This is an optimization exercise on Yosys and OpenROAD, whose aim is small area, a short achievable clock period and few clock cycles per item, not a production implementation.
Function was checked by simulation only, so behaviour that the tests miss may differ from the original.

==> inputs of branch indigo <==
Design average, start of the top module:
module average #(
    parameter NOF_BITS = 32,
    parameter WIDTH = 32
) (
    input  wire                     clk,
    input  wire                     rst_n,
    input  wire                     start,
    input  wire                     data_first,
    input  wire                     data_last,
    input  wire [NOF_BITS-1:0]      data_in,
    output wire [NOF_BITS:0]        data_out,
    output reg                      busy,
    output reg                      TO,
    output reg                      done
);
==> module average, before the edit <==
module average #(
    parameter NOF_BITS = 32,
    parameter WIDTH = 32
) (
    input  wire                     clk,
    input  wire                     rst_n,
    input  wire                     start,
    input  wire                     data_first,
    input  wire                     data_last,
    input  wire [NOF_BITS-1:0]      data_in,
    output wire [NOF_BITS:0]        data_out,
    output reg                      busy,
    output reg                      TO,
    output reg                      done
);
    reg        wt, dv, lst;
    reg [5:0]  c;           
    reg [31:0] din;         
    reg [16:0] cnt;         
    reg [7:0]  n3;          
    reg [32:0] q;           
    wire [15:0] r = din[15:0];
    wire fast = (cnt[16:6] == 11'd0);
    wire [5:0] r0 = {r[5:1], r[0] | q[32]};    
    wire [7:0] t  = {r0, q[31:30]};
    wire [7:0] d1, d2, d3;
    wire ge1, ge2, ge3;
    pfx_add #(8) u_d1 (.a(t), .b(~{2'b0, cnt[5:0]}),       .ci(1'b1), .s(d1), .co(ge1));
    pfx_add #(8) u_d2 (.a(t), .b(~{1'b0, cnt[5:0], 1'b0}), .ci(1'b1), .s(d2), .co(ge2));
    pfx_add #(8) u_d3 (.a(t), .b(~n3),                     .ci(1'b1), .s(d3), .co(ge3));
    wire [5:0] fr = ge3 ? d3[5:0] : ge2 ? d2[5:0] : ge1 ? d1[5:0] : t[5:0];
    wire [1:0] fd = {ge2, ge3 | (ge1 & !ge2)};
    wire [16:0] st = {r[15:1], r0[0], q[31]};
    wire [16:0] sd;
    wire        sge;
    pfx_add #(17) u_sd (.a(st), .b(~cnt), .ci(1'b1), .s(sd), .co(sge));
    wire [15:0] sr = sge ? sd[15:0] : st[15:0];
    wire [32:0] acc;
    pfx_add #(33) u_acc (.a(q), .b({1'b0, din}), .ci(1'b0), .s(acc), .co());
    wire [5:0] load = (fast && cnt[5:0] != 6'd63) ? 6'd48 : 6'd32;
    wire       one  = fast && cnt[5:0] == 6'd0;    
    always @(posedge clk) begin
        din[31:16] <= data_in[31:16];
        if (dv) begin
            q <= fast ? {1'b0, q[29:0], fd} : {1'b0, q[30:0], sge};
            din[15:0] <= fast ? {sr[15:6], fr} : sr;
        end else if (busy) begin
            q <= acc;
            din[15:0] <= lst ? 16'd0 : data_in[15:0];    
        end else begin
            q <= 33'd0;    
            din[15:0] <= data_in[15:0];
        end
        if (!busy) begin
            cnt <= 17'd0;
            n3  <= 8'd0;
        end else if (!dv) begin
            cnt <= cnt + 17'd1;
            n3  <= n3 + 8'd3;
        end
        if (wt || dv) c <= c + 6'd1;
        else if (busy) c <= load;
        else c <= 6'd0;
    end
    always @(posedge clk or negedge rst_n) begin
        if (!rst_n) begin
            wt   <= 1'b0;
            busy <= 1'b0;
            dv   <= 1'b0;
            lst  <= 1'b0;
            TO   <= 1'b0;
            done <= 1'b0;
        end else begin
            TO   <= 1'b0;
            done <= 1'b0;
            lst  <= data_last;
            if (wt) begin
                if (c == 6'd11) begin
                    wt <= 1'b0;
                    TO <= 1'b1;
                end else if (data_first && c < 6'd10) begin
                    wt   <= 1'b0;
                    busy <= 1'b1;
                end
            end else if (busy) begin
                if (dv) begin
                    if (c == 6'd63) begin
                        busy <= 1'b0;
                        dv   <= 1'b0;
                        done <= 1'b1;
                    end
                end else if (lst) begin
                    if (one) begin
                        busy <= 1'b0;
                        done <= 1'b1;
                    end else begin
                        dv <= 1'b1;
                    end
                end
            end else if (start) begin
                wt <= 1'b1;
            end
        end
    end
    assign data_out = q[32:0];
endmodule
==> module pfx_add, before the edit <==
module pfx_add #(
    parameter W = 8
) (
    input  wire [W-1:0] a,
    input  wire [W-1:0] b,
    input  wire         ci,
    output wire [W-1:0] s,
    output wire         co
);
    localparam L = $clog2(W + 1);
    reg [W:0] g0, p0, g, p, gn, pn;
    integer i, k;
    always @(*) begin
        g0 = {a & b, ci};
        p0 = {a ^ b, 1'b0};
        g = g0;
        p = p0;
        for (k = 0; k < L; k = k + 1) begin
            gn = g;
            pn = p;
            for (i = 0; i <= W; i = i + 1)
                if ((i >> k) & 1) begin
                    if (k > 0 && i == (1 << k))
                        gn[i] = (g0[i] | (p0[i] & g0[i-1])) | (p0[i] & p0[i-1] & g[i-2]);
                    else
                        gn[i] = g[i] | (p[i] & g[((i >> k) << k) - 1]);
                    pn[i] = p[i] & p[((i >> k) << k) - 1];
                end
            g = gn;
            p = pn;
        end
    end
    assign s  = a ^ b ^ g[W-1:0];
    assign co = g[W];
endmodule
Settings: LEC_CHECK=0, CAP_MARGIN=20, CORE_MARGIN=2, CORE_UTILIZATION=50, CTS_BUF_LIST=sky130_fd_sc_hd__clkbuf_4 sky130_fd_sc_hd__clkbuf_8, CTS_CLUSTER_SIZE=30, GPL_TIMING_DRIVEN=1, SETUP_SLACK_MARGIN=5, SLEW_MARGIN=20; clock period 8.0 ns.
standard.sh (not shown) runs the stock make flow with config.mk's settings and CLKGATE_MAP_FILE= SYNTH_SCRIPT=/design/flow/synth_recipe.tcl, a recipe that flattens the netlist after the stock synthesis.
==> flow/flow/run.sh <==
#!/bin/bash
set -euo pipefail
bash standard.sh SETUP_SLACK_MARGIN=5.25 "BUFFER_PORTS_ARGS=-buffer_cell sky130_fd_sc_hd__buf_1" finish > make_finish.log 2>&1
==> inputs of branch zinc, as changes to branch indigo <==
--- a/flow/design.v
+++ b/flow/design.v
@@ -21,5 +21,5 @@
     reg [7:0]  n3;          
     reg [32:0] q;           
-    wire [15:0] r = din[15:0];
+    reg [15:0] r;           
     wire fast = (cnt[16:6] == 11'd0);
     wire [5:0] r0 = {r[5:1], r[0] | q[32]};    
@@ -42,14 +42,14 @@
     wire       one  = fast && cnt[5:0] == 6'd0;    
     always @(posedge clk) begin
-        din[31:16] <= data_in[31:16];
+        din <= data_in;
         if (dv) begin
             q <= fast ? {1'b0, q[29:0], fd} : {1'b0, q[30:0], sge};
-            din[15:0] <= fast ? {sr[15:6], fr} : sr;
+            r <= fast ? {sr[15:6], fr} : sr;
         end else if (busy) begin
             q <= acc;
-            din[15:0] <= lst ? 16'd0 : data_in[15:0];    
+            r <= 16'd0;
         end else begin
             q <= 33'd0;    
-            din[15:0] <= data_in[15:0];
+            r <= 16'd0;
         end
         if (!busy) begin
@@ -116,11 +116,9 @@
 );
     localparam L = $clog2(W + 1);
-    reg [W:0] g0, p0, g, p, gn, pn;
+    reg [W:0] g, p, gn, pn;
     integer i, k;
     always @(*) begin
-        g0 = {a & b, ci};
-        p0 = {a ^ b, 1'b0};
-        g = g0;
-        p = p0;
+        g = {a & b, ci};
+        p = {a ^ b, 1'b0};
         for (k = 0; k < L; k = k + 1) begin
             gn = g;
@@ -128,8 +126,5 @@
             for (i = 0; i <= W; i = i + 1)
                 if ((i >> k) & 1) begin
-                    if (k > 0 && i == (1 << k))
-                        gn[i] = (g0[i] | (p0[i] & g0[i-1])) | (p0[i] & p0[i-1] & g[i-2]);
-                    else
-                        gn[i] = g[i] | (p[i] & g[((i >> k) << k) - 1]);
+                    gn[i] = g[i] | (p[i] & g[((i >> k) << k) - 1]);
                     pn[i] = p[i] & p[((i >> k) << k) - 1];
                 end
==> flow/flow/run.sh (replaced) <==
#!/bin/bash
set -euo pipefail
bash standard.sh SETUP_SLACK_MARGIN=5.5 finish > make_finish.log 2>&1
- CORE_UTILIZATION: 50 -> 60
- CTS_BUF_LIST: sky130_fd_sc_hd__clkbuf_4 sky130_fd_sc_hd__clkbuf_8 -> default
- CTS_CLUSTER_SIZE: 30 -> default
- GPL_TIMING_DRIVEN: 1 -> default
==> impl_metrics.csv <==
group,metric,value,unit
run_status,outcome,"finished clean",
grt,grt_use_met2,0.4761,
grt,use_met1,0.3424,
detailed_routing,wl_met2,9.563,mm
yosys,yosys.area.top_type_share,0.3264,
setup_path,cp-startpoint,"q[2]",
clock_tree,root_buffer,"clkbuf_16",
-- figures above: branch zinc

==> impl_metrics.csv <==
group,metric,value,unit
yosys,yosys.area.top_type_share,0.2943,
grt,grt_use_met2,0.4010,
detailed_routing,wl_met2,8.113,mm
run_status,outcome,"finished clean",
setup_path,cp-startpoint,"q[32]",
grt,use_met1,0.2928,
-- figures above: branch indigo

Testbench counts of branch indigo, summed over its fixed seeds: cycles 27,663, items 800.
Testbench counts of branch zinc, summed over its fixed seeds: cycles 27,663, items 800.

==> build 68 <==
==> flow/design.v <==
`timescale 1ns/1ps
module average #(
    parameter NOF_BITS = 32,
    parameter WIDTH = 32
) (
    input  wire                     clk,
    input  wire                     rst_n,
    input  wire                     start,
    input  wire                     data_first,
    input  wire                     data_last,
    input  wire [NOF_BITS-1:0]      data_in,
    output wire [NOF_BITS:0]        data_out,
    output reg                      busy,
    output reg                      TO,
    output reg                      done
);
    reg        wt, bz, dv, lst;
    reg [5:0]  c;           
    reg [31:0] din;         
    reg [16:0] cnt;         
    reg [7:0]  n3;          
    reg [32:0] q;           
    wire [15:0] r = din[15:0];
    wire fast = (cnt[16:6] == 11'd0);
    wire [5:0] r0 = {r[5:1], r[0] | q[32]};    
    wire [7:0] t  = {r0, q[31:30]};
    wire [7:0] d1, d2, d3;
    wire ge1, ge2, ge3;
    pfx_add #(8) u_d1 (.a(t), .b(~{2'b0, cnt[5:0]}),       .ci(1'b1), .s(d1), .co(ge1));
    pfx_add #(8) u_d2 (.a(t), .b(~{1'b0, cnt[5:0], 1'b0}), .ci(1'b1), .s(d2), .co(ge2));
    pfx_add #(8) u_d3 (.a(t), .b(~n3),                     .ci(1'b1), .s(d3), .co(ge3));
    wire [5:0] fr = ge3 ? d3[5:0] : ge2 ? d2[5:0] : ge1 ? d1[5:0] : t[5:0];
    wire [1:0] fd = {ge2, ge3 | (ge1 & !ge2)};
    wire [16:0] st = {r[15:1], r0[0], q[31]};
    wire [16:0] sd;
    wire        sge;
    pfx_add #(17) u_sd (.a(st), .b(~cnt), .ci(1'b1), .s(sd), .co(sge));
    wire [15:0] sr = sge ? sd[15:0] : st[15:0];
    wire [32:0] acc;
    pfx_add #(33) u_acc (.a(q), .b({1'b0, din}), .ci(1'b0), .s(acc), .co());
    wire [5:0] load = (fast && cnt[5:0] != 6'd63) ? 6'd48 : 6'd32;
    wire       one  = fast && cnt[5:0] == 6'd0;    
    always @(posedge clk) begin
        din[31:16] <= data_in[31:16];
        if (dv) begin
            q <= fast ? {1'b0, q[29:0], fd} : {1'b0, q[30:0], sge};
            din[15:0] <= fast ? {sr[15:6], fr} : sr;
        end else if (bz) begin
            q <= acc;
            din[15:0] <= lst ? 16'd0 : data_in[15:0];    
        end else begin
            q <= 33'd0;    
            din[15:0] <= data_in[15:0];
        end
        if (!bz) begin
            cnt <= 17'd0;
            n3  <= 8'd0;
        end else if (!dv) begin
            cnt <= cnt + 17'd1;
            n3  <= n3 + 8'd3;
        end
        if (wt || dv) c <= c + 6'd1;
        else if (bz) c <= load;
        else c <= 6'd0;
    end
    wire to_n   = wt && c == 6'd11;
    wire accept = wt && !to_n && data_first && c < 6'd10;
    wire fin    = bz && (dv ? c == 6'd63 : lst && one);
    wire bz_n   = accept || (bz && !fin);
    always @(posedge clk) begin
        busy <= bz_n;
        TO   <= to_n;
        done <= fin;
    end
    always @(posedge clk or negedge rst_n) begin
        if (!rst_n) begin
            wt  <= 1'b0;
            bz  <= 1'b0;
            dv  <= 1'b0;
            lst <= 1'b0;
        end else begin
            lst <= data_last;
            bz  <= bz_n;
            if (wt) begin
                if (to_n || accept)
                    wt <= 1'b0;
            end else if (bz) begin
                if (fin)
                    dv <= 1'b0;
                else if (!dv && lst)
                    dv <= 1'b1;
            end else if (start) begin
                wt <= 1'b1;
            end
        end
    end
    assign data_out = q[32:0];
endmodule
module pfx_add #(
    parameter W = 8
) (
    input  wire [W-1:0] a,
    input  wire [W-1:0] b,
    input  wire         ci,
    output wire [W-1:0] s,
    output wire         co
);
    localparam L = $clog2(W + 1);
    reg [W:0] g0, p0, g, p, gn, pn;
    integer i, k;
    always @(*) begin
        g0 = {a & b, ci};
        p0 = {a ^ b, 1'b0};
        g = g0;
        p = p0;
        for (k = 0; k < L; k = k + 1) begin
            gn = g;
            pn = p;
            for (i = 0; i <= W; i = i + 1)
                if ((i >> k) & 1) begin
                    if (k > 0 && i == (1 << k))
                        gn[i] = (g0[i] | (p0[i] & g0[i-1])) | (p0[i] & p0[i-1] & g[i-2]);
                    else
                        gn[i] = g[i] | (p[i] & g[((i >> k) << k) - 1]);
                    pn[i] = p[i] & p[((i >> k) << k) - 1];
                end
            g = gn;
            p = pn;
        end
    end
    assign s  = a ^ b ^ g[W-1:0];
    assign co = g[W];
endmodule
==> flow/flow/run.sh <==
#!/bin/bash
set -euo pipefail
bash standard.sh SETUP_SLACK_MARGIN=5.4 "BUFFER_PORTS_ARGS=-buffer_cell sky130_fd_sc_hd__buf_1" finish > make_finish.log 2>&1
==> flow/standard.sh <==
#!/bin/bash
# synth_recipe.tcl (not shown) runs the flow's synth.tcl, then flattens the netlist and writes it again
# the make line also repeats each setting of config.mk as NAME=value (left out here)
make -C /OpenROAD-flow-scripts/flow DESIGN_CONFIG=/design/flow/config.mk WORK_HOME=/design/flow/orfs CLKGATE_MAP_FILE= SYNTH_SCRIPT=/design/flow/synth_recipe.tcl "${@:-finish}"
==> flow/config.mk <==
export PLATFORM = sky130hd
export DESIGN_NAME = average
export DESIGN_NICKNAME = average
export VERILOG_FILES = /design/flow/design.v
export SDC_FILE = /design/flow/constraint.sdc
export NUM_CORES = 4
export LEC_CHECK = 0
export ABC_AREA = 1
export CAP_MARGIN = 20
export CORE_MARGIN = 2
export CORE_UTILIZATION = 58
export CTS_BUF_LIST = sky130_fd_sc_hd__clkbuf_4 sky130_fd_sc_hd__clkbuf_8
export CTS_CLUSTER_SIZE = 30
export SETUP_SLACK_MARGIN = 5
export SLEW_MARGIN = 20
==> flow/constraint.sdc <==
create_clock -name core_clock -period 8.0 [get_ports {clk}]
set_input_delay 1.6000 -clock core_clock [delete_from_list [all_inputs] [get_ports {clk}]]
set_output_delay 1.6000 -clock core_clock [all_outputs]
set_load 0.01 [all_outputs]
==> inputs of trial 47, as changes to build 68 <==
- CORE_UTILIZATION: 58 -> 45
==> inputs of build 21, as changes to build 68 <==
--- a/flow/design.v
+++ b/flow/design.v
@@ -16,3 +16,3 @@
 );
-    reg        wt, bz, dv, lst;
+    reg        wt, dv, lst;
     reg [5:0]  c;           
@@ -47,3 +47,3 @@
             din[15:0] <= fast ? {sr[15:6], fr} : sr;
-        end else if (bz) begin
+        end else if (busy) begin
             q <= acc;
@@ -54,3 +54,3 @@
         end
-        if (!bz) begin
+        if (!busy) begin
             cnt <= 17'd0;
@@ -62,13 +62,4 @@
         if (wt || dv) c <= c + 6'd1;
-        else if (bz) c <= load;
+        else if (busy) c <= load;
         else c <= 6'd0;
-    end
-    wire to_n   = wt && c == 6'd11;
-    wire accept = wt && !to_n && data_first && c < 6'd10;
-    wire fin    = bz && (dv ? c == 6'd63 : lst && one);
-    wire bz_n   = accept || (bz && !fin);
-    always @(posedge clk) begin
-        busy <= bz_n;
-        TO   <= to_n;
-        done <= fin;
     end
@@ -76,17 +67,35 @@
         if (!rst_n) begin
-            wt  <= 1'b0;
-            bz  <= 1'b0;
-            dv  <= 1'b0;
-            lst <= 1'b0;
+            wt   <= 1'b0;
+            busy <= 1'b0;
+            dv   <= 1'b0;
+            lst  <= 1'b0;
+            TO   <= 1'b0;
+            done <= 1'b0;
         end else begin
-            lst <= data_last;
-            bz  <= bz_n;
+            TO   <= 1'b0;
+            done <= 1'b0;
+            lst  <= data_last;
             if (wt) begin
-                if (to_n || accept)
+                if (c == 6'd11) begin
                     wt <= 1'b0;
-            end else if (bz) begin
-                if (fin)
-                    dv <= 1'b0;
-                else if (!dv && lst)
-                    dv <= 1'b1;
+                    TO <= 1'b1;
+                end else if (data_first && c < 6'd10) begin
+                    wt   <= 1'b0;
+                    busy <= 1'b1;
+                end
+            end else if (busy) begin
+                if (dv) begin
+                    if (c == 6'd63) begin
+                        busy <= 1'b0;
+                        dv   <= 1'b0;
+                        done <= 1'b1;
+                    end
+                end else if (lst) begin
+                    if (one) begin
+                        busy <= 1'b0;
+                        done <= 1'b1;
+                    end else begin
+                        dv <= 1'b1;
+                    end
+                end
             end else if (start) begin
==> flow/flow/run.sh (replaced) <==
#!/bin/bash
set -euo pipefail
bash standard.sh SETUP_SLACK_MARGIN=5.25 "BUFFER_PORTS_ARGS=-buffer_cell sky130_fd_sc_hd__buf_1" finish > make_finish.log 2>&1
- ABC_AREA: 1 -> default
- CORE_UTILIZATION: 58 -> 60
==> qor summary <==
| quantity | build 21 | build 68 | trial 47 |
|---|---|---|---|
| Maximum number of pins on one net before global-route repair | 50 | 46 | 53 |
| Status | timing/DRC/antenna clean | timing/DRC/antenna clean | timing/DRC/antenna clean |
| Met2 routing resource usage after global routing | 51.9% | 45.4% | 35.9% |
| Routed met1 length | 7.35 mm | 8.81 mm | 9.21 mm |
| Post-Syn Nets | 859 | 1,180 | 1,180 |
| Number of instances in the placed design | 942 | 1,268 | 1,338 |
| Sum of met2 wire segment lengths after detailed routing | 8.39 mm | 8.12 mm | 8.24 mm |
| Synthesized-area fraction occupied by ao, oa, aoi and oai cells | 20.8% | 16.1% | 16.1% |
| Fraction of final layout cells with drive strength greater than 1 | 12.2% | 7.10% | 6.85% |
| Effective utilization at floorplan | 60.8% | 59.6% | 45.5% |
| CP Max Fanout | 5 | 4 | 4 |
| Overall Global Routing Usage | 29.0% | 28.4% | 23.2% |
| Sequential cell area share | 27.7% | 27.0% | 27.0% |
| Worst Reg-to-Reg Cells | 13 | 7 | 15 |
| Post-CTS setup buffer count | 9 | 0 | 0 |
| Final net count | 940 | 1,244 | 1,242 |
| Area share of and/or/nand/nor cells after synthesis | 14.9% | 30.8% | 30.8% |
Testbench counts of build 68, summed over its fixed seeds: cycles 27,663, items 800.
Testbench counts of trial 47, summed over its fixed seeds: cycles 27,663, items 800.
Testbench counts of build 21, summed over its fixed seeds: cycles 27,663, items 800.

re-timing with driven ports:
How much do the figures lean on ideal ports? The routed layouts below were timed once more, with nothing changed but the port constraints.
Step 1 (the two cells are an assumption about what drives the block):
set clk [get_ports {clk}]
set_driving_cell -lib_cell sky130_fd_sc_hd__clkbuf_16 $clk
set_driving_cell -lib_cell sky130_fd_sc_hd__buf_2 [delete_from_list [all_inputs] $clk]
Step 2, shift: input delay + t, output delay - t, t = (earliest + latest rising clock arrival at the registers) / 2. This alone moves slack from input paths to output paths.
a / b / c = no drivers / after step 1 / after step 2; a / b = the first two.
run	t (ns)	setup WS [ns]	worst register clock-pin slew, ns	cell pins on the clock port's net
branch indigo	0.423	5.334 / 5.334 / 5.334	0.10 / 0.10	1
branch zinc	0.460	5.319 / 5.319 / 5.319	0.06 / 0.06	1
build 68	0.424	5.434 / 5.397 / 5.573	0.10 / 0.10	1
trial 47	0.432	5.432 / 5.391 / 5.577	0.11 / 0.11	1
build 21	0.418	5.321 / 5.297 / 5.321	0.10 / 0.10	1
After both steps setup and hold are still met in every run listed.
